Context: an optimization exercise on an open-source flow, tuned for a short achievable clock period and few clock cycles. The choices shown serve that exercise and are no tape-out recipe.
The RTL was checked by simulation tests, not by an equivalence proof against the original design.
The flow treats the clock pin as an ideal source, which a real chip does not have.
Power figures rest on the tool's default switching activity, not on a simulated workload.

**flow/config.mk**
```make
export PLATFORM = sky130hd
export DESIGN_NAME = MIPS_TOP
export DESIGN_NICKNAME = MIPS_TOP
export VERILOG_FILES = /design/flow/design.v
export SDC_FILE = /design/flow/constraint.sdc
export NUM_CORES = 8
export LEC_CHECK = 0
export CAP_MARGIN = 30
export CORE_MARGIN = 2
export CORE_UTILIZATION = 30
export PLACE_DENSITY = 0.45
export SETUP_SLACK_MARGIN = 5
export SLEW_MARGIN = 30
```
**flow/constraint.sdc**
```tcl
create_clock -name core_clock -period 10.5 [get_ports {clk}]
set_input_delay 2.1000 -clock core_clock [delete_from_list [all_inputs] [get_ports {clk}]]
set_output_delay 2.1000 -clock core_clock [all_outputs]
set_load 0.01 [all_outputs]
```
**flow/design.v**
```verilog
module MIPS_TOP (
   input  wire        clk,
   input  wire        rst,
   output wire [31:0] imem_addr,
   input  wire [31:0] imem_rdata,
   output wire [31:0] dmem_addr,
   output wire [31:0] dmem_wdata,
   output wire        dmem_we,
   input  wire [31:0] dmem_rdata
);
  localparam NF = 8;    
  reg  [31:0] pc;           
  reg  [31:0] pc_o;         
  reg  [31:0] pc_prev;      
  reg         src_seq;      
  reg         src_ent;      
  reg  [2:0]  src_idx;      
  reg         src_sb, src_full;
  reg         d_valid;
  reg  [31:0] d_ir;
  reg  [31:0] d_pc;
  reg         d_isbeq;
  reg  [31:0] d_ca [0:3];   
  reg  [31:0] d_cb [0:3];   
  reg  [3:0]  d_ha, d_hb;   
  reg         d_wa, d_wb;   
  reg         d_xa, d_xb;   
  reg  [31:0] d_fixa, d_fixb;
  reg  [31:0] w_res;        
  reg         d_fa, d_fb;   
  reg         d_sb;         
  reg  [4:0]  d_sb_k;
  reg         d_sb_dep;
  reg         d_sb_pt;      
  reg  [9:0]  d_sb_alt;     
  reg         x_wen;        
  reg  [4:0]  x_rd;
  reg  [31:1] x_wsel;       
  reg         x_lw;
  reg         x_we;         
  reg  [4:0]  x_aluop;      
  reg  [31:0] x_a, x_b;
  reg  [31:0] x_addr;
  reg  [31:0] x_wd;
  reg  [31:0] x_pc;
  reg         x_kill;       
  reg         x_beq;        
  reg  [31:0] x_tgt;        
  reg         x_sb;         
  reg         x_sb_pt, x_sb_dep, x_sb_ld;
  reg  [31:0] x_sk;         
  reg  [31:0] rf [1:31];
  reg  [NF-1:0] ft_v;
  reg  [NF-1:0] ft_sb;      
  reg  [NF-1:0] ft_full;    
  reg  [NF-1:0] ft_dep;     
  reg  [9:0]    ft_tag [0:NF-1];
  reg  [9:0]    ft_tt  [0:NF-1];    
  reg  [9:0]    ft_nt  [0:NF-1];    
  reg  [4:0]    ft_k   [0:NF-1];    
  reg  [1:0]    ft_ctr [0:NF-1];
  reg  [2:0]    ft_ptr;
  reg           ln_v;
  reg  [1:0]    ln_kind;    
  reg  [2:0]    ln_idx;
  reg  [9:0]    ln_tag;
  reg  [31:0]   ln_jtgt;
  reg  [31:0]   ln_bpc4;
  reg  [15:0]   ln_imm;
  reg  [4:0]    ln_k;
  reg           ln_dep;
  reg           lw_v, lw_new, lw_sb;
  reg  [1:0]    lw_kind;
  reg  [2:0]    lw_idx;
  reg  [9:0]    lw_tag, lw_tt, lw_nt;
  reg  [4:0]    lw_k;
  reg           lw_dep;
  reg           up_v, up_tk;    
  reg  [9:0]    up_tag;
  wire [31:0] sum  = x_a + x_b;
  wire [31:0] diff = x_a - x_b;
  wire        slt  = (x_a[31] ^ x_b[31]) ? x_a[31] : diff[31];
  wire [31:0] alu  = ({32{x_aluop[0]}} & sum)
                   | ({32{x_aluop[1]}} & diff)
                   | ({32{x_aluop[2]}} & (x_a & x_b))
                   | ({32{x_aluop[3]}} & (x_a | x_b))
                   | {31'b0, x_aluop[4] & slt};
  wire [31:0] x_res = x_lw ? dmem_rdata : alu;
  wire        x_wk  = x_wen && !x_kill;
  assign dmem_addr  = x_addr;
  assign dmem_wdata = x_wd;
  assign dmem_we    = x_we;
  wire [31:0] bn    = ~x_b;
  wire [31:0] x_and = x_a & x_b;
  wire [31:0] x_or  = x_a | x_b;
  wire [31:0] x_xor = x_a ^ x_b;
  wire [31:0] s_and = x_a & bn;
  wire [31:0] s_or  = x_a | bn;
  wire [31:0] s_xor = x_a ^ bn;
  function eqx;
    input [31:0] k;
    input [31:0] a_and, a_or, a_xor, b_and, b_or, b_xor;
    input        s;
    input [4:0]  aop;
    reg   [31:0] ca, cs;
    begin
      ca  = a_and | (a_or & ~k);    
      cs  = b_and | (b_or & ~k);
      eqx = (aop[0] & (((a_xor ^ k) ^ {ca[30:0], 1'b0}) == 32'd0)) |
            (aop[1] & (((b_xor ^ k) ^ {cs[30:0], 1'b1}) == 32'd0)) |
            (aop[2] & (a_and == k)) |
            (aop[3] & (a_or == k))  |
            (aop[4] & (k[31:1] == 31'd0) & (k[0] == s));
    end
  endfunction
  wire        s_eqx   = eqx(x_sk, x_and, x_or, x_xor, s_and, s_or, s_xor,
                            slt, x_aluop);
  wire        s_other = x_sb_dep ? s_eqx : (x_sk == 32'd0);
  wire        s_eqld  = dmem_rdata == x_sk;
  wire        s_taken = x_sb_ld ? s_eqld : s_other;
  wire        xredir  = !x_kill &&
                        (x_sb ? (x_sb_ld ? (s_eqld != x_sb_pt) : (s_other != x_sb_pt))
                              : (x_beq && x_a == x_b));
  wire [5:0]  op    = d_ir[31:26];
  wire [4:0]  rs    = d_ir[25:21];
  wire [4:0]  rt    = d_ir[20:16];
  wire [4:0]  rdf   = d_ir[15:11];
  wire [5:0]  funct = d_ir[5:0];
  wire [31:0] imm   = {{16{d_ir[15]}}, d_ir[15:0]};
  wire is_r    = (op == 6'b000000);
  wire is_addi = (op == 6'b001000);
  wire is_lw   = (op == 6'b100011);
  wire is_sw   = (op == 6'b101011);
  wire [4:0] dest = is_r ? rdf : rt;
  wire       wreg = (is_r | is_addi | is_lw) && (dest != 5'd0);
  wire f_sub = is_r && (funct == 6'b100010);
  wire f_and = is_r && (funct == 6'b100100);
  wire f_or  = is_r && (funct == 6'b100101);
  wire f_slt = is_r && (funct == 6'b101010);
  wire f_add = !(f_sub | f_and | f_or | f_slt);
  wire [31:0] ra_rd = ({32{d_ha[0]}} & d_ca[0]) | ({32{d_ha[1]}} & d_ca[1]) |
                      ({32{d_ha[2]}} & d_ca[2]) | ({32{d_ha[3]}} & d_ca[3]);
  wire [31:0] rb_rd = ({32{d_hb[0]}} & d_cb[0]) | ({32{d_hb[1]}} & d_cb[1]) |
                      ({32{d_hb[2]}} & d_cb[2]) | ({32{d_hb[3]}} & d_cb[3]);
  wire [31:0] ra    = d_xa ? d_fixa : d_wa ? w_res : ra_rd;
  wire [31:0] rb    = d_xb ? d_fixb : d_wb ? w_res : rb_rd;
  wire [31:0] a_next = d_fa ? x_res : ra;
  wire [31:0] b_fwd  = d_fb ? x_res : rb;
  wire [31:0] b_next = is_addi ? imm : b_fwd;
  wire [31:0] d_pc4  = d_pc + 32'd4;
  wire [31:0] d_tgt  = d_pc4 + {imm[29:0], 2'b00};
  wire [31:0] sb_rk  = (d_sb_k == 5'd0) ? 32'd0 :
                       (x_wk && x_rd == d_sb_k) ? x_res : rf[d_sb_k];
  wire        stall  = d_valid && (is_lw || is_sw) && d_fa;
  wire        hold   = stall;
  wire        go     = d_valid && !stall && !xredir;
  wire        go_x   = d_valid && !stall;
  wire        redirect = xredir;
  wire [31:0] pc4    = pc + 32'd4;
  wire        f_j    = (imem_rdata[31:26] == 6'b000010);
  wire        f_beq  = (imem_rdata[31:26] == 6'b000100);
  wire [31:0] f_jtgt = {pc4[31:28], imem_rdata[25:0], 2'b00};
  wire [4:0]  f_rs   = imem_rdata[25:21];
  wire [4:0]  f_rt   = imem_rdata[20:16];
  reg  [31:0] f_ca [0:3];
  reg  [31:0] f_cb [0:3];
  integer g;
  always @* begin
    for (g = 0; g < 4; g = g + 1) begin
      f_ca[g] = (g == 0 && f_rs[2:0] == 3'd0) ? 32'd0 : rf[{g[1:0], f_rs[2:0]}];
      f_cb[g] = (g == 0 && f_rt[2:0] == 3'd0) ? 32'd0 : rf[{g[1:0], f_rt[2:0]}];
    end
  end
  wire pc_lo = pc[31:12] == 20'd0;
  reg  [NF-1:0] hit;
  reg  [2:0]    h_idx;
  reg           h_sb, h_full, h_pt;
  reg  [9:0]    h_tt, h_nt;
  reg  [4:0]    h_k;
  reg           h_dep;
  integer j;
  always @* begin
    h_idx  = 3'd0;
    h_sb   = 1'b0;
    h_full = 1'b0;
    h_pt   = 1'b0;
    h_tt   = 10'd0;
    h_nt   = 10'd0;
    h_k    = 5'd0;
    h_dep  = 1'b0;
    for (j = 0; j < NF; j = j + 1) begin
      hit[j] = ft_v[j] && pc_lo && ft_tag[j] == pc[11:2];
      if (hit[j]) begin
        h_idx  = h_idx | j[2:0];
        h_sb   = h_sb | ft_sb[j];
        h_full = h_full | ft_full[j];
        h_pt   = h_pt | (ft_sb[j] & ft_ctr[j][1]);
        h_tt   = h_tt | ft_tt[j];
        h_nt   = h_nt | ft_nt[j];
        h_k    = h_k | ft_k[j];
        h_dep  = h_dep | ft_dep[j];
      end
    end
  end
  wire h_any = |hit;
  wire [31:0] pc_tab  = hold  ? pc :
                        h_any ? {20'd0, h_pt ? h_tt : h_nt, 2'b00} : pc4;
  wire [31:0] pc_f    = (f_j && !hold) ? f_jtgt : pc_tab;
  wire [31:0] pc_next = xredir ? x_tgt : pc_f;
  wire lrn_ok = !hold && !redirect && (src_seq || src_ent) && d_valid;
  wire lrn_j  = lrn_ok && f_j  && (src_seq || (src_sb && !src_full));
  wire wr_rs  = wreg && dest == f_rs;       
  wire wr_rt  = wreg && dest == f_rt;
  wire b_fold = f_rs != f_rt &&
                (f_rs == 5'd0 || f_rt == 5'd0 || wr_rs || wr_rt);
  wire lrn_b  = lrn_ok && f_beq && !d_isbeq && b_fold &&
                (src_seq || (!src_sb && !src_full));
  wire [1:0] lrn_kind = src_seq ? (f_j ? 2'd0 : 2'd1) : (f_j ? 2'd2 : 2'd3);
  wire [18:0] ln_btgt = {7'd0, ln_bpc4[11:0]} + {ln_imm[15], ln_imm, 2'b00};
  wire        ln_jok  = ln_jtgt[31:12] == 20'd0;
  wire        ln_bok  = ln_bpc4[31:12] == 20'd0 && ln_btgt[18:12] == 7'd0;
  reg         ln_exists;
  integer m;
  always @* begin
    ln_exists = lw_v && lw_new && lw_tag == ln_tag;
    for (m = 0; m < NF; m = m + 1)
      if (ft_v[m] && ft_tag[m] == ln_tag) ln_exists = 1'b1;
  end
  wire ln_same = ft_v[ln_idx] && ft_tag[ln_idx] == ln_tag && !ft_full[ln_idx] &&
                 !(lw_v && lw_idx == ln_idx);
  wire wr_new  = ln_v && !ln_exists &&
                 ((ln_kind == 2'd0 && ln_jok) || (ln_kind == 2'd1 && ln_bok));
  wire wr_jb   = ln_v && ln_kind == 2'd2 && ln_same && ft_sb[ln_idx] && ln_jok;
  wire wr_bj   = ln_v && ln_kind == 2'd3 && ln_same && !ft_sb[ln_idx] && ln_bok;
  wire x_lo = x_pc[31:12] == 20'd0;
  assign imem_addr = pc_o;
  integer i;
  always @(posedge clk or negedge rst) begin
    if (!rst) begin
      pc       <= 32'd0;
      pc_prev  <= 32'd0;
      src_seq  <= 1'b0;
      src_ent  <= 1'b0;
      d_valid  <= 1'b0;
      d_sb     <= 1'b0;
      x_wen    <= 1'b0;
      x_wsel   <= 31'd0;
      x_lw     <= 1'b0;
      x_aluop  <= 5'd0;
      x_sb     <= 1'b0;
      x_beq    <= 1'b0;
      x_kill   <= 1'b0;
      ft_v     <= {NF{1'b0}};
      ft_sb    <= {NF{1'b0}};
      ft_full  <= {NF{1'b0}};
      ft_ptr   <= 3'd0;
      ln_v     <= 1'b0;
      lw_v     <= 1'b0;
      for (i = 1; i < 32; i = i + 1) rf[i] <= 32'd0;
    end else begin
      pc <= pc_next;
      if (redirect) begin
        src_seq <= 1'b0;
        src_ent <= 1'b0;
      end else if (!hold) begin
        src_seq <= !f_j && !h_any;
        src_ent <= !f_j && h_any && !h_pt;
      end
      if (!hold) pc_prev <= pc;
      if (redirect) begin
        d_valid <= 1'b0;
        d_sb    <= 1'b0;
      end else if (!hold) begin
        d_valid <= !f_j;
        d_sb    <= h_sb && !f_j;
      end
      x_wen   <= go_x && wreg;
      for (i = 1; i < 32; i = i + 1) x_wsel[i] <= go_x && wreg && (dest == i);
      x_lw    <= go_x && is_lw;
      x_aluop <= {f_slt, f_or, f_and, f_sub, f_add};
      x_sb    <= go_x && d_sb;
      x_beq   <= go_x && d_isbeq;
      x_kill  <= xredir;
      for (i = 1; i < 32; i = i + 1)
        if (x_wsel[i] && !x_kill) rf[i] <= x_res;
      ln_v <= lrn_j || lrn_b;
      lw_v <= wr_new || wr_jb || wr_bj;
      if (wr_new) ft_ptr <= ft_ptr + 3'd1;
      if (lw_v) begin
        ft_v[lw_idx]    <= 1'b1;
        ft_sb[lw_idx]   <= lw_sb;
        ft_full[lw_idx] <= !lw_new;
      end
    end
  end
  always @(posedge clk) begin
    pc_o <= rst ? pc_next : 32'd0;
    x_we <= rst && go && is_sw;
  end
  always @(posedge clk) begin
    if (!hold) begin
      d_ir     <= imem_rdata;
      d_pc     <= pc;
      d_isbeq  <= f_beq;
      for (i = 0; i < 4; i = i + 1) begin
        d_ca[i] <= f_ca[i];
        d_cb[i] <= f_cb[i];
        d_ha[i] <= f_rs[4:3] == i;
        d_hb[i] <= f_rt[4:3] == i;
      end
      d_wa     <= x_wk && x_rd == f_rs;
      d_wb     <= x_wk && x_rd == f_rt;
      d_xa     <= 1'b0;
      d_xb     <= 1'b0;
      d_sb_k   <= h_k;
      d_sb_dep <= h_dep;
      d_sb_pt  <= h_pt;
      d_sb_alt <= h_pt ? h_nt : h_tt;
      src_idx  <= h_idx;
      src_sb   <= h_sb;
      src_full <= h_full;
    end else begin
      d_xa     <= 1'b1;
      d_xb     <= 1'b1;
      d_fixa   <= a_next;
      d_fixb   <= b_fwd;
    end
    w_res     <= x_res;
    x_rd      <= dest;
    d_fa      <= go_x && wreg && dest == f_rs;
    d_fb      <= go_x && wreg && dest == f_rt;
    x_a       <= a_next;
    x_b       <= b_next;
    x_addr    <= ra + imm;
    x_wd      <= b_fwd;
    x_pc      <= d_pc;
    x_sb_pt   <= d_sb_pt;
    x_tgt     <= d_sb ? {20'd0, d_sb_alt, 2'b00} : d_tgt;
    x_sb_dep  <= d_sb_dep;
    x_sb_ld   <= d_sb_dep && is_lw;
    x_sk      <= sb_rk;
    ln_kind <= lrn_kind;
    ln_idx  <= src_idx;
    ln_tag  <= pc_prev[11:2];
    ln_jtgt <= f_jtgt;
    ln_bpc4 <= pc4;
    ln_imm  <= imem_rdata[15:0];
    ln_k    <= wr_rs ? f_rt : wr_rt ? f_rs : (f_rs == 5'd0) ? f_rt : f_rs;
    ln_dep  <= wr_rs || wr_rt;
    lw_new  <= wr_new;
    lw_sb   <= ln_kind != 2'd0;
    lw_kind <= ln_kind;
    lw_idx  <= wr_new ? ft_ptr : ln_idx;
    lw_tag  <= ln_tag;
    lw_nt   <= (ln_kind == 2'd0 || ln_kind == 2'd2) ? ln_jtgt[11:2]
                                                    : ln_bpc4[11:2];
    lw_tt   <= ln_btgt[11:2];
    lw_k    <= ln_k;
    lw_dep  <= ln_dep;
    up_v   <= x_sb && !x_kill && x_lo;
    up_tk  <= s_taken;
    up_tag <= x_pc[11:2];
    for (i = 0; i < NF; i = i + 1)
      if (up_v && ft_v[i] && ft_sb[i] && ft_tag[i] == up_tag)
        ft_ctr[i] <= up_tk ? (ft_ctr[i] == 2'd3 ? 2'd3 : ft_ctr[i] + 2'd1)
                           : (ft_ctr[i] == 2'd0 ? 2'd0 : ft_ctr[i] - 2'd1);
    if (lw_v) begin
      ft_nt[lw_idx] <= lw_nt;
      if (lw_new) ft_tag[lw_idx] <= lw_tag;
      if (lw_kind == 2'd1 || lw_kind == 2'd3) begin
        ft_tt[lw_idx]  <= lw_tt;
        ft_k[lw_idx]   <= lw_k;
        ft_dep[lw_idx] <= lw_dep;
        ft_ctr[lw_idx] <= 2'd1;
      end
    end
  end
endmodule
```
**flow/flow/run.sh**
```bash
#!/bin/bash
set -o pipefail
here=$(pwd)
export MY_ABC_SCRIPT="$here/flow/map.abc"
bash standard.sh SYNTH_SCRIPT="$here/flow/synth.tcl" ADDER_MAP_FILE= \
  SETUP_SLACK_MARGIN=6.8 finish > standard_flow.log 2>&1
```
**flow/flow/map.abc**
```
strash
dch -f
map -D 800
buffer -c
upsize -D 800
dnsize -D 800
stime -p
```
**flow/flow/synth.tcl**
```tcl
# The standard flow's synthesis script (synth_recipe.tcl) with one change: the final ABC
# technology mapping in ORFS's synth.tcl uses flow/map.abc (delay-driven
# "map") instead of ORFS's abc_speed script. Registers are not affected.
proc synth {args} { yosys synth -nofsm -noshare {*}$args }
proc abc {args} {
  set i [lsearch -exact $args -script]
  if {$i >= 0} { set args [lreplace $args $i [expr {$i + 1}] -script $::env(MY_ABC_SCRIPT)] }
  yosys abc {*}$args
}
source $::env(SCRIPTS_DIR)/synth.tcl
# left out here: clear keep_hierarchy, flatten, clean up, hide names made inside functions, write 1_2_yosys.v
```
**flow/standard.sh**
```bash
#!/bin/bash
# synth_recipe.tcl (not shown) runs the flow's synth.tcl, then flattens the netlist and writes it again
# the make line also repeats each setting of config.mk as NAME=value (left out here)
make -C /OpenROAD-flow-scripts/flow DESIGN_CONFIG=/design/flow/config.mk WORK_HOME=/design/flow/orfs CLKGATE_MAP_FILE= SYNTH_SCRIPT=/design/flow/synth_recipe.tcl "${@:-finish}"
```
==> metrics.yaml, run 1 <==
status: "finished clean"
worst_pin_slew_ns: 1.09
cts_hold_buf: 0
critPathLaunchType: "input port"
final_period_minus_worst_setup_slack_ns: 4.09
crit_buf_inv: 7
rsz0062_at_grt: "yes"
grt_max_degree: 151
ys_top_cells_by_area: "dfrtp_1 (25%), edfxtp_1 (19%), nand2_1 (8.0%)"
clk_pin_slew_worst_paths_ns: 0.06
initial_core_util_pct: 30.1
setup.worst_path.end_class: "flip-flop"
crit_type: "in2reg"
clock.fmax_mhz: 245
nets: 13293
grt_pass1_wl_um: 877000
synth_compound_area_share_pct: 24.3
cap_violations: 0
cts_sinks: 2253
drt_iter0_markers: 18284
worst_ep_required_time_ns: 11.30
final_max_slew_viol_count: 0
drive_gt1_share_pct: 11.2
critPathArrivalTime_ns: 4.89
synth_top_area_share_pct: 24.5
cts_tree: "built"
routed_wl_um: 647000
critPathTopFamily: "simple AND/OR/NAND/NOR gates"
num_rows: 225
ys_seq_elements: 2253
slowest_delay_ns: 0.70
grtUsageTotal_pct: 32.6
synthXorXnorAreaFrac_pct: 1.69
synth_top_cell_by_area: "dfrtp_1"
drtPass1Iterations: 10
area.growth.synth_to_final_pct: 19.2
finalCritPeriodShare_pct: 38.9
fin_hold_ws_ns: 0.324
ioPinCount: 163
min_path_type: "reg2reg"
hold_viol_final: 0
first_global_vias: 104202
ir_worst_vdd_mv: 0.115
setup_ws_ns: 6.41
slew_headroom_pct: 25.4
h-tree-depth: 5
path_cells: "buf_8, inv_4, nand2_2, nand4_1, nor4_4, nand4_1, buf_6, o221ai_4, buf_6, buf_6, a31oi_4, buf_12, buf_12, o211a_1"
syn_area_mm2: 0.113
synth_cell_types: 88
yosysSeqAreaShare_pct: 51.0
dieArea_mm2: 0.381
root_buffer: "clkbuf_16"
routedWlPerCell_um: 35.0
power_density_mw_per_mm2: 198
synthCells: 13152
clock_skew_ns: 0.0719
synthMuxAreaShare_pct: 0.0543
numCtsBuffers: 271
placedCellCount: 17787
vias: 112153
synth_edf_count: 700
postSynthAreaPerCell_um2: 8.59
path_depth: 14
gr-total-overflow: 0
drtAntennaViolNets: 0
clockBufferDepth: 4
syn_nets: 13218
post_drt_via_cell_ratio: 6.07
final_cells: 18481
synth_top_family_by_area: "compound AO/OA/AOI/OAI gates"
hold_depth: 0
setup_tns_ns: 0
dpl.hpwl_um: 411000
antenna_found_initial: 49
place_ws_ns: 4.28
die_y_um: 618
ys_warn_count: 38
worst_r2r_path_depth: 14
setup_violations: 0
drc: 0
gp_congestion: 0.975
crit_top_cell: "buf_6"
p_leak_nw: 58.5
synthFlopType: "dfrtp_1"
ys_async_sr_fraction_pct: 49.2
fp.coreArea_mm2: 0.375
cp_max_fo: 8
slowest_stage: "nor4_4"
die_x_um: 618
io_buffer_count: 162
clk_latency_ns: 0.95
synthAdderAreaFrac_pct: 0
synthSimpleGateAreaFrac_pct: 16.1
-- synth_stat cells (23+ instances only) --
cell / n
nand3_1: 337
inv_1: 1168
a31oi_1: 49
nor2_1: 1037
a21oi_1: 680
o21a_1: 50
clkbuf_1: 745
nand2_1: 2395
a221oi_1: 242
o2111ai_1: 191
o211a_1: 29
nand3b_1: 48
nor3_1: 137
a22oi_1: 778
o211ai_1: 86
nor4_1: 73
a41oi_1: 77
buf_1: 25
o221ai_1: 92
buf_2: 48
a211oi_1: 23
xor2_1: 149
o21ai_1: 50
or2_2: 33
dfrtp_1: 1108
o21ai_0: 1437
xnor2_1: 69
dfxtp_1: 445
nand4_1: 247
a2111oi_0: 35
o22ai_1: 315
edfxtp_1: 700
-- registers in the layout, indices dropped and copies added, names as in the netlist, 40 cells and up --
register and count:
ft_tt 80, ft_nt 80, d_cb 128, d_ca 128, rf 992, ft_k 40
ft_tag 80
-- per-stage QoR --
step                power, W  utilization (%)  area [µm²]
floorplan             0.0138                -      113000
global placement      0.0168             32.2      121000
detailed placement    0.0167             32.2      121000
CTS                   0.0264             35.4      133000
global route          0.0275             35.8      135000
finish                0.0267             35.9      135000
-- layout by cell type, fill, tap and decap left out, drive strengths merged, types with 343 or more instances in the layout --
cell type,count
nor2,1040
clkbuf,410
buf,451
a21oi,686
nand2,2402
edfxtp,700
a22oi,778
dfrtp,1108
o21ai,1492
nand3,343
inv,1189
dfxtp,445
-- report_power, final --
group	internal, W	switching (W)
Sequential	0.0101	0.00103
Combinational	0.00172	0.00431
Clock	0.00541	0.00409
-- path summary, 6_finish.rpt --
check	startpoint	slack (ns)	end
worst max-delay path	dmem_rdata[30]	6.41	pc_o[31]
worst min-delay path	x_pc[6]	0.32	up_tag[4]
worst max register to register	x_b[0]	6.54	pc_o[31]
worst min register to register	x_pc[6]	0.32	up_tag[4]
max in group asynchronous	rst	7.16	rf[22][29]
min in group asynchronous	rst	1.17	rf[10][7]
-- cell families (layout without fill, tap and decap cells) --
group,after synthesis,count (layout)
flip-flops,2253,2253
AND/OR/NAND/NOR,4365,4368
multiplexers,6,6
other,0,37
buffers and inverters,2029,2324
XOR/XNOR,218,218
AO/OA/AOI/OAI,4281,4281
-- routing by layer --
layer | share of wire [%] | GRT usage, % | vias up
li1 | - | - | 47191
met1 | 39 | 42.2 | 55156
met2 | 43 | 48.8 | 7803
met3 | 11 | 7.39 | 1981
met4 | 8.1 | 21.5 | 22
met5 | 0.023 | 0 | -
-- repair_timing --
action,CTS,global route
gates cloned,30,7
setup buffers,67,56
pin swaps,55,52
gates resized for setup,758,274
setup endpoints to repair,1174,844
-- area by class of cell --
| type | instances | area [µm²] |
|---|---|---|
| Antenna cell | 37 | 92.6 |
| Timing Repair Buffer | 615 | 6950 |
| Inverter | 1210 | 4790 |
| Fill cell | 38610 | 241000 |
| Clock inverter | 102 | 744 |
| Tap cell | 4994 | 6250 |
| Sequential cell | 2253 | 57800 |
| Clock buffer | 394 | 7960 |
| Timing Repair inverter | 3 | 26.3 |
| Multi-Input combinational cell | 8873 | 50000 |
Testbench counts, summed over its fixed seeds: cycles 48,166.
==> inputs of run 2 (changes only) <==
--- a/flow/design.v
+++ b/flow/design.v
@@ -16,17 +16,25 @@
   reg         src_ent;      
   reg  [2:0]  src_idx;      
   reg         src_sb, src_full;
-  reg         d_valid;
+  reg         d_valid;      
+  reg         flushd;       
   reg  [31:0] d_ir;
   reg  [31:0] d_pc;
+  reg  [31:0] d_pc4;        
   reg         d_isbeq;
+  reg         d_isj;
   reg  [31:0] d_ca [0:3];   
   reg  [31:0] d_cb [0:3];   
   reg  [3:0]  d_ha, d_hb;   
   reg         d_wa, d_wb;   
+  reg         d_w2a, d_w2b;  
   reg         d_xa, d_xb;   
   reg  [31:0] d_fixa, d_fixb;
   reg  [31:0] w_res;        
+  reg  [31:1] w_wsel;       
+  reg         w_wk;
+  reg  [4:0]  w_rd;
+  reg  [31:0] w2_res;       
   reg         d_fa, d_fb;   
   reg         d_sb;         
   reg  [4:0]  d_sb_k;
@@ -47,7 +55,7 @@
   reg         x_beq;        
   reg  [31:0] x_tgt;        
   reg         x_sb;         
-  reg         x_sb_pt, x_sb_dep, x_sb_ld;
+  reg         x_sb_pt, x_sb_dep;
   reg  [31:0] x_sk;         
   reg  [31:0] rf [1:31];
   reg  [NF-1:0] ft_v;
@@ -115,12 +123,9 @@
   endfunction
   wire        s_eqx   = eqx(x_sk, x_and, x_or, x_xor, s_and, s_or, s_xor,
                             slt, x_aluop);
-  wire        s_other = x_sb_dep ? s_eqx : (x_sk == 32'd0);
-  wire        s_eqld  = dmem_rdata == x_sk;
-  wire        s_taken = x_sb_ld ? s_eqld : s_other;
+  wire        s_taken = x_sb_dep ? s_eqx : (x_sk == 32'd0);
   wire        xredir  = !x_kill &&
-                        (x_sb ? (x_sb_ld ? (s_eqld != x_sb_pt) : (s_other != x_sb_pt))
-                              : (x_beq && x_a == x_b));
+                        (x_sb ? (s_taken != x_sb_pt) : (x_beq && x_a == x_b));
   wire [5:0]  op    = d_ir[31:26];
   wire [4:0]  rs    = d_ir[25:21];
   wire [4:0]  rt    = d_ir[20:16];
@@ -142,20 +147,38 @@
                       ({32{d_ha[2]}} & d_ca[2]) | ({32{d_ha[3]}} & d_ca[3]);
   wire [31:0] rb_rd = ({32{d_hb[0]}} & d_cb[0]) | ({32{d_hb[1]}} & d_cb[1]) |
                       ({32{d_hb[2]}} & d_cb[2]) | ({32{d_hb[3]}} & d_cb[3]);
-  wire [31:0] ra    = d_xa ? d_fixa : d_wa ? w_res : ra_rd;
-  wire [31:0] rb    = d_xb ? d_fixb : d_wb ? w_res : rb_rd;
+  wire [31:0] ra    = d_xa ? d_fixa : d_wa ? w_res : d_w2a ? w2_res : ra_rd;
+  wire [31:0] rb    = d_xb ? d_fixb : d_wb ? w_res : d_w2b ? w2_res : rb_rd;
+  wire [31:0] ai_c0  = d_ca[0] + imm;
+  wire [31:0] ai_c1  = d_ca[1] + imm;
+  wire [31:0] ai_c2  = d_ca[2] + imm;
+  wire [31:0] ai_c3  = d_ca[3] + imm;
+  wire [31:0] ai_w   = w_res + imm;
+  wire [31:0] ai_w2  = w2_res + imm;
+  wire [31:0] ai_f   = d_fixa + imm;
+  wire [31:0] ra_imm = d_xa ? ai_f : d_wa ? ai_w : d_w2a ? ai_w2 :
+                       ({32{d_ha[0]}} & ai_c0) | ({32{d_ha[1]}} & ai_c1) |
+                       ({32{d_ha[2]}} & ai_c2) | ({32{d_ha[3]}} & ai_c3);
   wire [31:0] a_next = d_fa ? x_res : ra;
   wire [31:0] b_fwd  = d_fb ? x_res : rb;
   wire [31:0] b_next = is_addi ? imm : b_fwd;
-  wire [31:0] d_pc4  = d_pc + 32'd4;
   wire [31:0] d_tgt  = d_pc4 + {imm[29:0], 2'b00};
   wire [31:0] sb_rk  = (d_sb_k == 5'd0) ? 32'd0 :
-                       (x_wk && x_rd == d_sb_k) ? x_res : rf[d_sb_k];
-  wire        stall  = d_valid && (is_lw || is_sw) && d_fa;
+                       (x_wk && x_rd == d_sb_k) ? x_res :
+                       (w_wk && w_rd == d_sb_k) ? w_res : rf[d_sb_k];
+  wire        x_as   = (x_aluop[0] | x_aluop[1]) && !x_lw;
+  wire [31:0] as_b   = x_aluop[1] ? ~x_b : x_b;
+  wire [31:0] cs_s   = x_a ^ as_b ^ imm;
+  wire [31:0] cs_c   = (x_a & as_b) | (x_a & imm) | (as_b & imm);
+  wire [31:0] addr_x = cs_s + {cs_c[30:0], x_aluop[1]};
+  wire        dv     = d_valid && !flushd;
+  wire        stall  = dv && (is_lw || is_sw) && d_fa && !x_as;
   wire        hold   = stall;
-  wire        go     = d_valid && !stall && !xredir;
-  wire        go_x   = d_valid && !stall;
-  wire        redirect = xredir;
+  wire        go     = dv && !stall && !xredir;
+  wire        go_x   = dv && !stall;
+  wire        djump    = dv && d_isj;
+  wire [31:0] d_jtgt   = {d_pc4[31:28], d_ir[25:0], 2'b00};
+  wire        redirect = xredir || djump;
   wire [31:0] pc4    = pc + 32'd4;
   wire        f_j    = (imem_rdata[31:26] == 6'b000010);
   wire        f_beq  = (imem_rdata[31:26] == 6'b000100);
@@ -205,13 +228,12 @@
   wire h_any = |hit;
   wire [31:0] pc_tab  = hold  ? pc :
                         h_any ? {20'd0, h_pt ? h_tt : h_nt, 2'b00} : pc4;
-  wire [31:0] pc_f    = (f_j && !hold) ? f_jtgt : pc_tab;
-  wire [31:0] pc_next = xredir ? x_tgt : pc_f;
-  wire lrn_ok = !hold && !redirect && (src_seq || src_ent) && d_valid;
+  wire [31:0] pc_next = xredir ? x_tgt : djump ? d_jtgt : pc_tab;
+  wire lrn_ok = !hold && (src_seq || src_ent) && dv && !d_isj;
   wire lrn_j  = lrn_ok && f_j  && (src_seq || (src_sb && !src_full));
   wire wr_rs  = wreg && dest == f_rs;       
   wire wr_rt  = wreg && dest == f_rt;
-  wire b_fold = f_rs != f_rt &&
+  wire b_fold = f_rs != f_rt && !(is_lw && (wr_rs || wr_rt)) &&
                 (f_rs == 5'd0 || f_rt == 5'd0 || wr_rs || wr_rt);
   wire lrn_b  = lrn_ok && f_beq && !d_isbeq && b_fold &&
                 (src_seq || (!src_sb && !src_full));
@@ -250,6 +272,7 @@
       x_sb     <= 1'b0;
       x_beq    <= 1'b0;
       x_kill   <= 1'b0;
+      flushd   <= 1'b0;
       ft_v     <= {NF{1'b0}};
       ft_sb    <= {NF{1'b0}};
       ft_full  <= {NF{1'b0}};
@@ -257,22 +280,19 @@
       ln_v     <= 1'b0;
       lw_v     <= 1'b0;
       for (i = 1; i < 32; i = i + 1) rf[i] <= 32'd0;
+      w_wsel   <= 31'd0;
+      w_wk     <= 1'b0;
     end else begin
       pc <= pc_next;
-      if (redirect) begin
-        src_seq <= 1'b0;
-        src_ent <= 1'b0;
-      end else if (!hold) begin
-        src_seq <= !f_j && !h_any;
-        src_ent <= !f_j && h_any && !h_pt;
+      if (!hold) begin
+        src_seq <= !h_any;
+        src_ent <= h_any && !h_pt;
       end
       if (!hold) pc_prev <= pc;
-      if (redirect) begin
-        d_valid <= 1'b0;
-        d_sb    <= 1'b0;
-      end else if (!hold) begin
-        d_valid <= !f_j;
-        d_sb    <= h_sb && !f_j;
+      flushd <= redirect;
+      if (!hold) begin
+        d_valid <= 1'b1;
+        d_sb    <= h_sb;
       end
       x_wen   <= go_x && wreg;
       for (i = 1; i < 32; i = i + 1) x_wsel[i] <= go_x && wreg && (dest == i);
@@ -281,8 +301,10 @@
       x_sb    <= go_x && d_sb;
       x_beq   <= go_x && d_isbeq;
       x_kill  <= xredir;
+      w_wsel <= x_kill ? 31'd0 : x_wsel;
+      w_wk   <= x_wk;
       for (i = 1; i < 32; i = i + 1)
-        if (x_wsel[i] && !x_kill) rf[i] <= x_res;
+        if (w_wsel[i]) rf[i] <= w_res;
       ln_v <= lrn_j || lrn_b;
       lw_v <= wr_new || wr_jb || wr_bj;
       if (wr_new) ft_ptr <= ft_ptr + 3'd1;
@@ -301,7 +323,9 @@
     if (!hold) begin
       d_ir     <= imem_rdata;
       d_pc     <= pc;
+      d_pc4    <= pc4;
       d_isbeq  <= f_beq;
+      d_isj    <= f_j;
       for (i = 0; i < 4; i = i + 1) begin
         d_ca[i] <= f_ca[i];
         d_cb[i] <= f_cb[i];
@@ -310,6 +334,8 @@
       end
       d_wa     <= x_wk && x_rd == f_rs;
       d_wb     <= x_wk && x_rd == f_rt;
+      d_w2a    <= w_wk && w_rd == f_rs;
+      d_w2b    <= w_wk && w_rd == f_rt;
       d_xa     <= 1'b0;
       d_xb     <= 1'b0;
       d_sb_k   <= h_k;
@@ -326,18 +352,19 @@
       d_fixb   <= b_fwd;
     end
     w_res     <= x_res;
+    w_rd      <= x_rd;
+    w2_res    <= w_res;
     x_rd      <= dest;
     d_fa      <= go_x && wreg && dest == f_rs;
     d_fb      <= go_x && wreg && dest == f_rt;
     x_a       <= a_next;
     x_b       <= b_next;
-    x_addr    <= ra + imm;
+    x_addr    <= d_fa ? addr_x : ra_imm;
     x_wd      <= b_fwd;
     x_pc      <= d_pc;
     x_sb_pt   <= d_sb_pt;
     x_tgt     <= d_sb ? {20'd0, d_sb_alt, 2'b00} : d_tgt;
     x_sb_dep  <= d_sb_dep;
-    x_sb_ld   <= d_sb_dep && is_lw;
     x_sk      <= sb_rk;
     ln_kind <= lrn_kind;
     ln_idx  <= src_idx;
==> flow/flow/run.sh (replaced) <==
#!/bin/bash
set -o pipefail
here=$(pwd)
export MY_ABC_SCRIPT="$here/flow/map.abc"
bash standard.sh SYNTH_SCRIPT="$here/flow/synth.tcl" ADDER_MAP_FILE= \
  SETUP_SLACK_MARGIN=7.4 POST_CTS_TCL="$here/flow/cts_post.tcl" \
  finish > standard_flow.log 2>&1
==> flow/flow/cts_post.tcl (new file) <==
set block [ord::get_db_block]
set clk [$block findNet clk]
set iterms [$clk getITerms]
if {[llength $iterms] == 1} {
  set root [[lindex $iterms 0] getInst]
  set out ""
  foreach it [$root getITerms] {
    if {[$it isOutputSignal]} { set out [$it getNet] }
  }
  set sinks {}
  foreach it [$out getITerms] {
    if {[$it getInst] ne $root} { lappend sinks $it }
  }
  puts "clock root [$root getName] drives [llength $sinks] pins"
  if {[llength $sinks] <= 4 && [llength [$out getBTerms]] == 0} {
    foreach it $sinks {
      $it disconnect
      $it connect $clk
    }
    odb::dbInst_destroy $root
    odb::dbNet_destroy $out
    puts "clock root buffer removed"
    estimate_parasitics -placement
    repair_timing_helper
    detailed_placement
    check_placement -verbose
  }
}
==> run 2 against run 1 <==
Net effect: still clean on timing, DRC and antenna; die area grew 18%; core utilization increased by 7.7 points; synthesized area up 18%; register-to-register slack improved by 0.34 ns; via count increased by 38%; first-iteration DRC count is 33% higher; non-clock buffer count grew 1386; routed wire length up 43%; worst hold slack gained 0.0012 ns; total power down 0.24%; synthesized cell count increased by 30%; critical path type is now reg2reg.
==> metrics.yaml, run 2 <==
ys_warn_count: 38  # unchanged
synth_cell_types: 86  # was 88
ys_seq_elements: 2360  # was 2,253
hold_viol_final: 0  # unchanged
final_cell_mix: "nand2_1 (2,561), inv_1 (1,661), nor2_1 (1,289)"  # was nand2_1 (2,336), o21ai_0 (1,402), inv_1 (1,112)
setup_violations: 0  # unchanged
final_period_minus_worst_setup_slack_ns: 3.62  # was 4.09 ns
setup_ws_ns: 6.88  # was 6.41 ns
initial_core_util_pct: 30.1  # about the same
power_density_mw_per_mm2: 137  # was 198 mW/mm²
io_buffer_count: 162  # unchanged
post-synth-top-count-cell: "nand2_1"  # unchanged
cts_tree: "built"  # unchanged
drtAntennaViolNets: 0  # unchanged
area.growth.synth_to_final_pct: 44.9  # was 19.2%
nets: 18475  # was 13,293
routed_wl_um: 928000  # was 647,000 µm
r2r_slack_ns: 6.88  # was 6.54 ns
first_global_vias: 140036  # was 104,202
cts_sinks: 2360  # was 2,253
p_seq_share_pct: 40.9  # was 41.7%
r2r-start: "d_ca[2][23]"  # was x_b[0]
setup_tns_ns: 0  # unchanged
synthFlopType: "dfrtp_1"  # unchanged
worst_pin_slew_ns: 1.17  # was 1.09 ns
dieArea_mm2: 0.451  # was 0.381 mm²
grt_pass1_wl_um: 1210000  # was 877,000 µm
synth_top_area_share_pct: 21.3  # was 24.5%
cp_max_fo: 6  # was 8
power.internal_w: 0.0180  # was 0.0172 W
clk_latency_ns: 0.74  # was 0.95 ns
crit_type: "reg2reg"  # was in2reg
clk_pin_slew_worst_paths_ns: 0.07  # was 0.06 ns
clock.fmax_mhz: 276  # was 245 MHz
synthCells: 17105  # was 13,152
slowest_stage: "edfxtp_1"  # was nor4_4
syn_area_mm2: 0.134  # was 0.113 mm²
ys_top_cells_by_area: "dfrtp_1 (21%), edfxtp_1 (17%), nand2_1 (8.3%)"  # was dfrtp_1 (25%), edfxtp_1 (19%), nand2_1 (8.0%)
num_rows: 245  # was 225
final_max_slew_viol_count: 0  # unchanged
worst_r2r_path_depth: 11  # was 14
gp_congestion: 1.03  # was 0.975
antenna_found_initial: 79  # was 49
power_frac_comb_pct: 19.4  # was 22.6%
crit_top_cell: "inv_1"  # was buf_6
netlist_top_cells_count: "nand2_1 (2,968), inv_1 (1,812), nor2_1 (1,669)"  # was nand2_1 (2,395), o21ai_0 (1,437), inv_1 (1,168)
grt_max_degree: 129  # was 151
gr-total-overflow: 0  # unchanged
critPathLaunchType: "flip-flop"  # was input port
fin_hold_ws_ns: 0.325  # was 0.324 ns
die_x_um: 672  # was 618 µm
critPathArrivalTime_ns: 4.19  # was 4.89 ns
switching_share_pct: 32.5  # was 35.4%
finalCritPeriodShare_pct: 34.4  # was 38.9%
slew_headroom_pct: 22.2  # was 25.4%
min-delay-start: "x_pc[2]"  # was x_pc[6]
p_leak_nw: 75.8  # was 58.5 nW
clock_skew_ns: 0.0761  # was 0.0719 ns
rsz0062_at_grt: "yes"  # unchanged
p_sw_w: 0.00864  # was 0.00944 W
fp.coreArea_mm2: 0.445  # was 0.375 mm²
ir_worst_vdd_mv: 0.120  # was 0.115 mV
hold_path_end: "up_tag[0]"  # was up_tag[4]
setup.worst_path.end_class: "flip-flop"  # unchanged
synth_edf_count: 738  # was 700
drc: 0  # unchanged
hold_depth: 0  # unchanged
worst_ep_required_time_ns: 11.07  # was 11.30 ns
yosysSeqAreaShare_pct: 45.1  # was 51.0%
routedWlPerCell_um: 37.7  # was 35.0 µm
place_ws_ns: 4.73  # was 4.28 ns
post_drt_via_cell_ratio: 6.27  # was 6.07
ioPinCount: 163  # unchanged
top_register: "rf"  # unchanged
top_regs: "rf (992), d_ca (128), d_cb (128)"  # unchanged
slowest_delay_ns: 1.02  # was 0.70 ns
pwr-share-clk_pct: 39.7  # was 35.6%
path_cells: "inv_1, a41oi_1, inv_1, o311ai_1, o21ai_1, nand3_1, nand4_1, nand2_1, o211ai_1, a21oi_2, o22ai_2"  # was buf_8, inv_4, nand2_2, nand4_1, nor4_4, nand4_1, buf_6, o221ai_4, buf_6, buf_6, a31oi_4, buf_12, buf_12, o211a_1
ys_async_sr_fraction_pct: 48.3  # was 49.2%
r2r-end: "x_addr[30]"  # was pc_o[31]
drt_iter0_markers: 24239  # was 18,284
syn_nets: 17171  # was 13,218
postSynthAreaPerCell_um2: 7.82  # was 8.59 µm²
die_y_um: 672  # was 618 µm
status: "finished clean"  # unchanged
synth_top_cell_by_area: "dfrtp_1"  # unchanged
dpl.hpwl_um: 563000  # was 411,000 µm
drtPass1Iterations: 7  # was 10
fin_total_pwr_w: 0.0266  # was 0.0267 W
vias: 154227  # was 112,153
min_path_type: "reg2reg"  # unchanged
placedCellCount: 22559  # was 17,787
cap_violations: 0  # unchanged
largest_reg_flops: 992  # unchanged
layout_commonest_cell: "nand2_1"  # unchanged
final_cells: 24616  # was 18,481
drive_gt1_share_pct: 30.2  # was 11.2%
grtUsageTotal_pct: 38.6  # was 32.6%
[run 2: cell types whose count changed in the layout (fill, tap and decap cells not counted), sizes merged, moves of 81 or more]
cell and change:
nand3 +242, nor2 +634, a22oi -159, xnor2 +81, o211ai +98, buf +1419, o22ai +364, inv +621
a21oi +622, o21ai +105, nand2 +571
[run 2: layout make-up]
type                            instances  area, µm²
Inverter                             1868       7870
Fill cell                           43150     251000
Timing Repair Buffer                 2001      26600
Multi-Input combinational cell      11864      81000
Clock buffer                          417       8550
Clock inverter                        124       1240
Timing Repair inverter                 20        342
Antenna cell                           34       85.1
Sequential cell                      2360      60800
Tap cell                             5928       7420
[run 2: worst max-delay path by stage]
stage | start | slack, ns | endpoint | cells after the start
detailed placement | imem_rdata[22] | 4.73 | d_ca[1][17] | 8
global placement | imem_rdata[22] | 4.78 | d_ca[0][31] | 8
global route | d_ir[15] | 6.93 | x_addr[30] | 17
floorplan | x_aluop[1] | 3.09 | d_ca[0][0] | 7
finish | d_ca[2][23] | 6.88 | x_addr[30] | 11
[run 2: metal layers]
layer,vias up,part of all wire [%],global-route usage [%]
li1,63163,-,-
met1,75170,36,46.6
met2,12025,40,55.1
met3,3805,13,14.6
met4,64,10,30.0
met5,-,0.11,0.255
[run 2: critical path, delay by kind of cell (launching register included)]
kind,cells,cell delay (ns)
AOI/OAI and AO/OA,6,1.74
buffers and inverters,2,0.30
DFF,1,1.02
and+or+nand+nor,3,0.38
[run 2: logic make-up after synthesis]
| group | Yosys count | share of synthesized area, % |
|---|---|---|
| other | 1 | 0.00280 |
| buffers and inverters | 2885 | 8.21 |
| AOI/OAI and AO/OA | 5496 | 25.5 |
| adders and majority gates | 1 | 0.00748 |
| muxes | 9 | 0.0682 |
| and+or+nand+nor | 5992 | 18.7 |
| DFF | 2360 | 45.1 |
| xor gates and xnor gates | 361 | 2.36 |
[run 2: power by group through the flow]
stage	clock network (W)	logic [W]	registers [W]
after global routing	0.0109	0.00533	0.0109
after detailed placement	0	0.00351	0.0110
after floorplan	0	0.00219	0.0106
final	0.0106	0.00516	0.0109
after global placement	0	0.00352	0.0110
[run 2: through the flow]
step           utilization [%]  cell area (µm²)
2_1_floorplan                -           137000
3_3_place_gp              32.3           144000
3_5_place_dp              32.4           144000
5_1_grt                   43.6           194000
6_report                  43.6           194000
Testbench counts of run 2, summed over its fixed seeds: cycles 47,934.
==> inputs of run 3 (changes only) <==
--- a/flow/design.v
+++ b/flow/design.v
@@ -28,8 +28,7 @@
   reg  [3:0]  d_ha, d_hb;   
   reg         d_wa, d_wb;   
   reg         d_w2a, d_w2b;  
-  reg         d_xa, d_xb;   
-  reg  [31:0] d_fixa, d_fixb;
+  reg         d_bub;        
   reg  [31:0] w_res;        
   reg  [31:1] w_wsel;       
   reg         w_wk;
@@ -147,16 +146,15 @@
                       ({32{d_ha[2]}} & d_ca[2]) | ({32{d_ha[3]}} & d_ca[3]);
   wire [31:0] rb_rd = ({32{d_hb[0]}} & d_cb[0]) | ({32{d_hb[1]}} & d_cb[1]) |
                       ({32{d_hb[2]}} & d_cb[2]) | ({32{d_hb[3]}} & d_cb[3]);
-  wire [31:0] ra    = d_xa ? d_fixa : d_wa ? w_res : d_w2a ? w2_res : ra_rd;
-  wire [31:0] rb    = d_xb ? d_fixb : d_wb ? w_res : d_w2b ? w2_res : rb_rd;
+  wire [31:0] ra    = d_wa ? w_res : d_w2a ? w2_res : ra_rd;
+  wire [31:0] rb    = d_wb ? w_res : d_w2b ? w2_res : rb_rd;
   wire [31:0] ai_c0  = d_ca[0] + imm;
   wire [31:0] ai_c1  = d_ca[1] + imm;
   wire [31:0] ai_c2  = d_ca[2] + imm;
   wire [31:0] ai_c3  = d_ca[3] + imm;
   wire [31:0] ai_w   = w_res + imm;
   wire [31:0] ai_w2  = w2_res + imm;
-  wire [31:0] ai_f   = d_fixa + imm;
-  wire [31:0] ra_imm = d_xa ? ai_f : d_wa ? ai_w : d_w2a ? ai_w2 :
+  wire [31:0] ra_imm = d_wa ? ai_w : d_w2a ? ai_w2 :
                        ({32{d_ha[0]}} & ai_c0) | ({32{d_ha[1]}} & ai_c1) |
                        ({32{d_ha[2]}} & ai_c2) | ({32{d_ha[3]}} & ai_c3);
   wire [31:0] a_next = d_fa ? x_res : ra;
@@ -171,11 +169,9 @@
   wire [31:0] cs_s   = x_a ^ as_b ^ imm;
   wire [31:0] cs_c   = (x_a & as_b) | (x_a & imm) | (as_b & imm);
   wire [31:0] addr_x = cs_s + {cs_c[30:0], x_aluop[1]};
-  wire        dv     = d_valid && !flushd;
-  wire        stall  = dv && (is_lw || is_sw) && d_fa && !x_as;
-  wire        hold   = stall;
-  wire        go     = dv && !stall && !xredir;
-  wire        go_x   = dv && !stall;
+  wire        dv     = d_valid && !flushd && !d_bub;
+  wire        go     = dv && !xredir;
+  wire        go_x   = dv;
   wire        djump    = dv && d_isj;
   wire [31:0] d_jtgt   = {d_pc4[31:28], d_ir[25:0], 2'b00};
   wire        redirect = xredir || djump;
@@ -226,10 +222,14 @@
     end
   end
   wire h_any = |hit;
+  wire        f_lwsw  = imem_rdata[31:26] == 6'b100011 ||
+                        imem_rdata[31:26] == 6'b101011;
+  wire        hold    = f_lwsw && dv && wreg && dest == f_rs &&
+                        !((f_add | f_sub) && !is_lw);
   wire [31:0] pc_tab  = hold  ? pc :
                         h_any ? {20'd0, h_pt ? h_tt : h_nt, 2'b00} : pc4;
   wire [31:0] pc_next = xredir ? x_tgt : djump ? d_jtgt : pc_tab;
-  wire lrn_ok = !hold && (src_seq || src_ent) && dv && !d_isj;
+  wire lrn_ok = (src_seq || src_ent) && dv && !d_isj;
   wire lrn_j  = lrn_ok && f_j  && (src_seq || (src_sb && !src_full));
   wire wr_rs  = wreg && dest == f_rs;       
   wire wr_rt  = wreg && dest == f_rt;
@@ -273,6 +273,7 @@
       x_beq    <= 1'b0;
       x_kill   <= 1'b0;
       flushd   <= 1'b0;
+      d_bub    <= 1'b0;
       ft_v     <= {NF{1'b0}};
       ft_sb    <= {NF{1'b0}};
       ft_full  <= {NF{1'b0}};
@@ -290,10 +291,9 @@
       end
       if (!hold) pc_prev <= pc;
       flushd <= redirect;
-      if (!hold) begin
-        d_valid <= 1'b1;
-        d_sb    <= h_sb;
-      end
+      d_bub  <= hold;
+      d_valid <= 1'b1;
+      d_sb    <= h_sb;
       x_wen   <= go_x && wreg;
       for (i = 1; i < 32; i = i + 1) x_wsel[i] <= go_x && wreg && (dest == i);
       x_lw    <= go_x && is_lw;
@@ -320,7 +320,7 @@
     x_we <= rst && go && is_sw;
   end
   always @(posedge clk) begin
-    if (!hold) begin
+    begin
       d_ir     <= imem_rdata;
       d_pc     <= pc;
       d_pc4    <= pc4;
@@ -336,20 +336,15 @@
       d_wb     <= x_wk && x_rd == f_rt;
       d_w2a    <= w_wk && w_rd == f_rs;
       d_w2b    <= w_wk && w_rd == f_rt;
-      d_xa     <= 1'b0;
-      d_xb     <= 1'b0;
       d_sb_k   <= h_k;
       d_sb_dep <= h_dep;
       d_sb_pt  <= h_pt;
       d_sb_alt <= h_pt ? h_nt : h_tt;
+    end
+    if (!hold) begin
       src_idx  <= h_idx;
       src_sb   <= h_sb;
       src_full <= h_full;
-    end else begin
-      d_xa     <= 1'b1;
-      d_xb     <= 1'b1;
-      d_fixa   <= a_next;
-      d_fixb   <= b_fwd;
     end
     w_res     <= x_res;
     w_rd      <= x_rd;
==> run 3 against run 2 <==
Net effect: register-to-register slack better by 0.13 ns; first-iteration DRC count is 6.7% lower; global-route usage is 0.75 points lower; sequential cell count is 120 lower; cell count is 8.3% lower; critical path depth is 6 higher; sequential share of layout area is 1.1 points higher; critical endpoint is now pc_o[29]; largest cell class unchanged.
==> metrics.yaml, run 3 <==
status: "finished clean"  # unchanged
r2r-start: "x_a[8]"  # was d_ca[2][23]
grtUsageTotal_pct: 37.8  # was 38.6%
initial_core_util_pct: 30.1  # about the same
cts_sinks: 2240  # was 2,360
setup_tns_ns: 0  # unchanged
drtPass1Iterations: 8  # was 7
hold_path_end: "up_tag[2]"  # was up_tag[0]
ys_seq_elements: 2240  # was 2,360
antenna_found_initial: 87  # was 79
path_depth: 17  # was 11
routedWlPerCell_um: 37.5  # was 37.7 µm
worst_pin_slew_ns: 1.19  # was 1.17 ns
grt_pass1_wl_um: 1090000  # was 1,210,000 µm
slowest_stage: "dfxtp_2"  # was edfxtp_1
critPathLaunchType: "flip-flop"  # unchanged
clk_pin_slew_worst_paths_ns: 0.06  # was 0.07 ns
syn_nets: 16128  # was 17,171
ys_top_cells_by_area: "dfrtp_1 (23%), dfxtp_1 (13%), nand2_1 (8.4%)"  # was dfrtp_1 (21%), edfxtp_1 (17%), nand2_1 (8.3%)
worst_ep_required_time_ns: 11.06  # was 11.07 ns
crit_type: "reg2reg"  # unchanged
hold_viol_final: 0  # unchanged
final_period_minus_worst_setup_slack_ns: 3.49  # was 3.62 ns
grt_max_degree: 133  # was 129
power_frac_comb_pct: 18.1  # was 19.4%
top_register: "rf"  # unchanged
largest_reg_flops: 992  # unchanged
min_path_type: "reg2reg"  # unchanged
area.growth.synth_to_final_pct: 36.1  # was 44.9%
cp_max_fo: 8  # was 6
min-delay-start: "x_pc[4]"  # was x_pc[2]
clk_latency_ns: 0.72  # was 0.74 ns
gp_congestion: 1.05  # was 1.03
num_rows: 234  # was 245
synth_cell_types: 79  # was 86
drc: 0  # unchanged
switching_share_pct: 32.2  # was 32.5%
hold_depth: 0  # unchanged
top_regs: "rf (992), d_ca (128), d_cb (128)"  # unchanged
clock.fmax_mhz: 287  # was 276 MHz
synthFlopType: "dfrtp_1"  # unchanged
ir_worst_vdd_mv: 0.152  # was 0.120 mV
r2r-end: "pc_o[29]"  # was x_addr[30]
ioPinCount: 163  # unchanged
postSynthAreaPerCell_um2: 7.62  # was 7.82 µm²
synth_top_area_share_pct: 23.3  # was 21.3%
syn_area_mm2: 0.122  # was 0.134 mm²
crit_buf_inv: 4  # was 2
power.internal_w: 0.0166  # was 0.0180 W
crit_top_cell: "nand2_4"  # was inv_1
layout_commonest_cell: "nand2_1"  # unchanged
vias: 141415  # was 154,227
dieArea_mm2: 0.413  # was 0.451 mm²
power_density_mw_per_mm2: 147  # was 137 mW/mm²
critPathArrivalTime_ns: 4.05  # was 4.19 ns
fin_total_pwr_w: 0.0245  # was 0.0266 W
synthCells: 16062  # was 17,105
path_cells: "inv_1, nand2_2, nand2_4, nand2_1, nand2_1, nand3_1, o2111a_1, nand4_1, o311a_1, nand2_4, nand3_4, a31oi_4, buf_12, buf_12, buf_16, nand2_4, o211a_1"  # was inv_1, a41oi_1, inv_1, o311ai_1, o21ai_1, nand3_1, nand4_1, nand2_1, o211ai_1, a21oi_2, o22ai_2
setup_violations: 0  # unchanged
multiInputGateArea_mm2: 0.0706  # was 0.0810 mm²
pwr-share-clk_pct: 40.5  # was 39.7%
finalCritPeriodShare_pct: 33.2  # was 34.4%
slew_headroom_pct: 20.5  # was 22.2%
synth_edf_count: 293  # was 738
die_y_um: 643  # was 672 µm
die_x_um: 643  # was 672 µm
clock_skew_ns: 0.104  # was 0.0761 ns
cts_tree: "built"  # unchanged
final_cell_mix: "nand2_1 (2,326), inv_1 (1,671), o21ai_0 (1,279)"  # was nand2_1 (2,561), inv_1 (1,661), nor2_1 (1,289)
seqCellArea_mm2: 0.0541  # was 0.0608 mm²
gr-total-overflow: 0  # unchanged
nFillCells: 40910  # was 43,150
fp.coreArea_mm2: 0.406  # was 0.445 mm²
netlist_top_cells_count: "nand2_1 (2,754), inv_1 (1,785), nor2_1 (1,569)"  # was nand2_1 (2,968), inv_1 (1,812), nor2_1 (1,669)
yosysSeqAreaShare_pct: 43.7  # was 45.1%
synth_top_cell_by_area: "dfrtp_1"  # unchanged
r2r_slack_ns: 7.01  # was 6.88 ns
post_drt_via_cell_ratio: 6.27  # about the same
drive_gt1_share_pct: 25.2  # was 30.2%
slowest_delay_ns: 0.45  # was 1.02 ns
nets: 16908  # was 18,475
p_leak_nw: 65.1  # was 75.8 nW
io_buffer_count: 162  # unchanged
first_global_vias: 127756  # was 140,036
p_sw_w: 0.00790  # was 0.00864 W
worst_r2r_path_depth: 17  # was 11
setup.worst_path.end_class: "flip-flop"  # unchanged
rsz0062_at_grt: "yes"  # unchanged
routed_wl_um: 847000  # was 928,000 µm
critPathTopFamily: "simple AND/OR/NAND/NOR gates"  # was compound AO/OA/AOI/OAI gates
post-synth-top-count-cell: "nand2_1"  # unchanged
ys_warn_count: 38  # unchanged
dpl.hpwl_um: 532000  # was 563,000 µm
p_seq_share_pct: 41.4  # was 40.9%
final_max_slew_viol_count: 0  # unchanged
drt_iter0_markers: 22612  # was 24,239
drtAntennaViolNets: 0  # unchanged
ys_async_sr_fraction_pct: 51.0  # was 48.3%
cap_violations: 0  # unchanged
==> run 3: logic make-up (layout without fill, tap and decap cells) <==
kind of cell / Yosys count / count (layout) / share of synthesized area, %
other cells: 1 / 77 / 0.00306
simple gates: 5412 / 5425 / 18.3
flops: 2240 / 2240 / 43.7
xor+xnor: 300 / 300 / 2.15
compound gates: 5290 / 5290 / 27.0
mux: 11 / 11 / 0.101
buf+inv: 2808 / 3801 / 8.76
==> run 3: layout make-up <==
| class | count | share of cell area (%) |
|---|---|---|
| well taps | 5428 | 4.08 |
| clock buffers | 404 | 4.77 |
| repair buffers | 1448 | 10.9 |
| multi-input cells | 11027 | 42.4 |
| diodes | 76 | 0.114 |
| flip-flops and latches | 2240 | 32.5 |
| clock inverters | 98 | 0.720 |
| inverters | 1841 | 4.55 |
| repair inverters | 10 | 0.0676 |
==> run 3: routing by layer <==
metal | up-vias | share of wire [%] | GRT usage (%)
li1 | 58093 | - | -
met1 | 68810 | 37 | 46.8
met2 | 11037 | 40 | 54.2
met3 | 3389 | 14 | 13.7
met4 | 86 | 9.5 | 27.0
met5 | - | 0.19 | 0.914
==> run 3: worst max-delay path by stage <==
stage	endpoint	from	slack [ns]
after detailed placement	d_ca[3][22]	imem_rdata[23]	4.54
after global placement	d_ca[0][28]	imem_rdata[22]	4.37
after floorplan	pc_o[10]	imem_rdata[25]	6.95
final	pc_o[29]	x_a[8]	7.01
after global routing	pc_o[29]	x_b[14]	7.03
==> run 3: through the flow <==
stage	utilization, %	instance area, µm²	std cells	setup slack, ns	hold WS [ns]
floorplan	-	124000	16062	6.95	0.310
global placement	32.3	131000	21039	4.37	0.310
detailed placement	32.3	131000	21042	4.54	0.312
global route	41.0	166000	22529	7.03	0.329
finish	41.0	167000	22572	7.01	0.322
==> run 3: power by group through the flow <==
| stage | logic (W) | registers [W] | clock network [W] |
|---|---|---|---|
| after detailed placement | 0.00316 | 0.0102 | 0 |
| after global placement | 0.00317 | 0.0103 | 0 |
| after floorplan | 0.00196 | 0.00982 | 0 |
| final | 0.00444 | 0.0101 | 0.00992 |
| after global routing | 0.00459 | 0.0102 | 0.0103 |
Testbench counts of run 3, summed over its fixed seeds: cycles 47,934.
==> inputs of run 4 (changes only) <==
==> flow/flow/run.sh (replaced) <==
#!/bin/bash
set -o pipefail
here=$(pwd)
export MY_ABC_SCRIPT="$here/flow/map.abc"
bash standard.sh SYNTH_SCRIPT="$here/flow/synth.tcl" ADDER_MAP_FILE= \
  SETUP_SLACK_MARGIN=7.4 POST_CTS_TCL="$here/flow/cts_post.tcl" \
  MAX_REPAIR_ANTENNAS_ITER_DRT=10 \
  finish > standard_flow.log 2>&1
--- a/flow/config.mk
+++ b/flow/config.mk
@@ -7,7 +7,7 @@
 export LEC_CHECK = 0
 export CAP_MARGIN = 30
 export CORE_MARGIN = 2
-export CORE_UTILIZATION = 30
-export PLACE_DENSITY = 0.45
+export CORE_UTILIZATION = 35
+export PLACE_DENSITY = 0.5
 export SETUP_SLACK_MARGIN = 5
 export SLEW_MARGIN = 30
==> run 4 against run 3 <==
Net effect: total power grew 0.33%; core utilization grew 8.2 points; count of clock-buffer cells in the layout is 4 higher; clock power fell by 0.9%; synthesized area stayed put; setup slack gained 0.050 ns; clock skew decreased by 0.017 ns; sequential cell count unchanged; sequential power about the same; non-clock buffer count grew 189; first-iteration DRC count increased by 13%; sequential share of layout area decreased by 0.94 points.
==> metrics.yaml, run 4 <==
postSynthAreaPerCell_um2: 7.62  # unchanged
post_drt_via_cell_ratio: 6.66  # was 6.27
path_cells: "buf_6, buf_12, clkinv_16, buf_16, buf_12, buf_12, nor3_4, buf_12, buf_12, clkinv_16, buf_8, buf_16, o22ai_2, a221oi_2, a31oi_1"  # was inv_1, nand2_2, nand2_4, nand2_1, nand2_1, nand3_1, o2111a_1, nand4_1, o311a_1, nand2_4, nand3_4, a31oi_4, buf_12, buf_12, buf_16, nand2_4, o211a_1
drc: 0  # unchanged
hold_viol_final: 0  # unchanged
cts_sinks: 2240  # unchanged
critPathArrivalTime_ns: 4.09  # was 4.05 ns
ys_async_sr_fraction_pct: 51.0  # unchanged
drive_gt1_share_pct: 28.1  # was 25.2%
slowest_delay_ns: 0.21  # was 0.45 ns
die_x_um: 595  # was 643 µm
worst_ep_required_time_ns: 11.16  # was 11.06 ns
slew_headroom_pct: 17.3  # was 20.5%
die_y_um: 595  # was 643 µm
ir_worst_vdd_mv: 0.149  # was 0.152 mV
gr-total-overflow: 0  # unchanged
yosysSeqAreaShare_pct: 43.7  # unchanged
ys_top_cells_by_area: "dfrtp_1 (23%), dfxtp_1 (13%), nand2_1 (8.4%)"  # unchanged
worst_r2r_path_depth: 14  # was 17
slowest_stage: "nor3_4"  # was dfxtp_2
cp_max_fo: 6  # was 8
setup_tns_ns: 0  # unchanged
r2r-start: "x_a[0]"  # was x_a[8]
grtUsageTotal_pct: 44.5  # was 37.8%
synthCells: 16062  # unchanged
grt_max_degree: 161  # was 133
routedWlPerCell_um: 38.4  # was 37.5 µm
synth_cell_types: 79  # unchanged
p_leak_nw: 67.2  # was 65.1 nW
nets: 17098  # was 16,908
clock_skew_ns: 0.0870  # was 0.104 ns
place_area_mm2: 0.130  # was 0.131 mm²
fp.coreArea_mm2: 0.349  # was 0.406 mm²
min_path_type: "reg2reg"  # unchanged
dpl.hpwl_um: 505000  # was 532,000 µm
min-delay-start: "d_pc[30]"  # was x_pc[4]
crit_top_cell: "buf_12"  # was nand2_4
worst_pin_slew_ns: 1.24  # was 1.19 ns
vias: 146131  # was 141,415
drtAntennaViolNets: 0  # unchanged
critPathLaunchType: "input port"  # was flip-flop
grt_pass1_wl_um: 1090000  # unchanged
r2r_slack_ns: 7.07  # was 7.01 ns
synth_top_area_share_pct: 23.3  # unchanged
post-synth-top-count-cell: "nand2_1"  # unchanged
antenna_found_initial: 94  # was 87
syn_nets: 16128  # unchanged
final_cell_mix: "nand2_1 (2,287), inv_1 (1,641), o21ai_0 (1,253)"  # was nand2_1 (2,326), inv_1 (1,671), o21ai_0 (1,279)
dieArea_mm2: 0.354  # was 0.413 mm²
drt_iter0_markers: 25495  # was 22,612
layout_commonest_cell: "nand2_1"  # unchanged
fin_area_mm2: 0.172  # was 0.167 mm²
clk_pin_slew_worst_paths_ns: 0.06  # about the same
crit_buf_inv: 11  # was 4
crit_type: "in2reg"  # was reg2reg
initial_core_util_pct: 35.1  # was 30.1%
nFillCells: 33186  # was 40,910
syn_area_mm2: 0.122  # unchanged
final_period_minus_worst_setup_slack_ns: 3.44  # was 3.49 ns
synth_edf_count: 293  # unchanged
final_max_slew_viol_count: 0  # unchanged
r2r-end: "pc_o[18]"  # was pc_o[29]
num_rows: 217  # was 234
critPathTopFamily: "buffers and inverters"  # was simple AND/OR/NAND/NOR gates
first_global_vias: 129170  # was 127,756
area.growth.synth_to_final_pct: 40.2  # was 36.1%
routed_wl_um: 843000  # was 847,000 µm
ys_seq_elements: 2240  # unchanged
io_buffer_count: 162  # unchanged
setup_violations: 0  # unchanged
hold_depth: 0  # unchanged
drtPass1Iterations: 11  # was 8
path_depth: 15  # was 17
clk_latency_ns: 0.79  # was 0.72 ns
hold_path_end: "x_pc[30]"  # was up_tag[2]
gp_congestion: 1.08  # was 1.05
cts_tree: "built"  # unchanged
cap_violations: 0  # unchanged
status: "finished clean"  # unchanged
fin_util_pct: 49.2  # was 41.0%
synth_top_cell_by_area: "dfrtp_1"  # unchanged
rsz0062_at_grt: "yes"  # unchanged
top_regs: "rf (992), d_ca (128), d_cb (128)"  # unchanged
setup.worst_path.end_class: "flip-flop"  # unchanged
finalCritPeriodShare_pct: 32.7  # was 33.2%
netlist_top_cells_count: "nand2_1 (2,754), inv_1 (1,785), nor2_1 (1,569)"  # unchanged
synthFlopType: "dfrtp_1"  # unchanged
clock.fmax_mhz: 291  # was 287 MHz
largest_reg_flops: 992  # unchanged
power_density_mw_per_mm2: 143  # was 147 mW/mm²
top_register: "rf"  # unchanged
ioPinCount: 163  # unchanged
ys_warn_count: 38  # unchanged
[run 4: changes by cell type in the layout (fill, tap and decap cells not counted), sizes merged]
| cell | before | now |
|---|---|---|
| inv | 1784 | 1783 |
| clkinv | 98 | 97 |
| clkdlybuf4s15 | 1 | 2 |
| buf | 1326 | 1524 |
| dlygate4sd2 | 4 | 3 |
| bufinv | 18 | 16 |
| bufbuf | 17 | 25 |
| clkinvlp | 49 | 53 |
| clkdlybuf4s50 | 44 | 46 |
| nand2 | 2769 | 2766 |
| diode | 76 | 89 |
| dlymetal6s2s | 1 | 0 |
| clkbuf | 459 | 445 |
[run 4: worst max-delay path by stage]
stage                         from           to  slack (ns)
floorplan           imem_rdata[25]     pc_o[10]        6.95
global placement    imem_rdata[22]  d_ca[2][11]        4.71
detailed placement  imem_rdata[22]   d_ca[3][2]        4.64
global route        imem_rdata[23]  d_ca[0][30]        7.00
finish              imem_rdata[23]  d_ca[0][30]        7.06
[run 4: cell type report]
cell class                 instances  area [µm²]  area share [%]
antenna                           89         223           0.130
timing repair buffer            1637       21100            12.3
multi-input combinational      11024       73300            42.7
clock buffer                     408        7980            4.65
sequential                      2240       54100            31.5
timing repair inverter            18         339           0.198
tap                             4599        5750            3.35
inverter                        1841        7740            4.51
clock inverter                    90        1080           0.627
[run 4: cells by family after synthesis]
group	synth area share [%]
and+or+nand+nor	18.3
AOI/OAI and AO/OA	27.0
buffers and inverters	8.76
DFF	43.7
xor gates and xnor gates	2.15
muxes	0.101
other	0.00306
[run 4: metal layers]
metal	part of all wire (%)	vias up	track usage [%]
met2	38	12952	60.0
met3	16	4224	22.1
met5	0.34	-	3.12
li1	-	58498	-
met4	10	91	33.7
met1	35	70366	53.3
[run 4: report_power, final]
group	switching, W	total, W	internal, W	leakage [nW]
logic	0.00301	0.00460	0.00159	37.7
clock network	0.00416	0.00983	0.00567	4.44
registers	0.000757	0.0101	0.00939	25.1
[run 4: per-stage QoR]
| step | hold slack (ns) | total power (W) | cells | setup slack, ns |
|---|---|---|---|---|
| finish | 0.324 | 0.0246 | 21946 | 7.06 |
| floorplan | 0.310 | 0.0118 | 16062 | 6.95 |
| detailed placement | 0.312 | 0.0134 | 20192 | 4.64 |
| global route | 0.324 | 0.0250 | 21873 | 7.00 |
| global placement | 0.310 | 0.0134 | 20191 | 4.71 |
[run 4: worst reg2reg max path, cell delays in order (launching register included)]
cell	delay, ns
dfxtp_4	0.48
buf_4	0.18
nand2_1	0.27
o21ai_2	0.31
o2111ai_1	0.19
nor2_1	0.14
nand4_1	0.17
o311a_1	0.42
nand2_4	0.18
nand3_4	0.13
a31oi_4	0.26
buf_6	0.14
buf_12	0.16
clkbuf_16	0.19
o211a_1	0.15

Setup slack of run 4, layout unchanged: 7.062 ns with ideal ports, 6.958 ns with driving cells assumed (clock clkbuf_16, inputs buf_2), 6.188 ns with port delays also shifted by the 0.914 ns mid clock arrival.
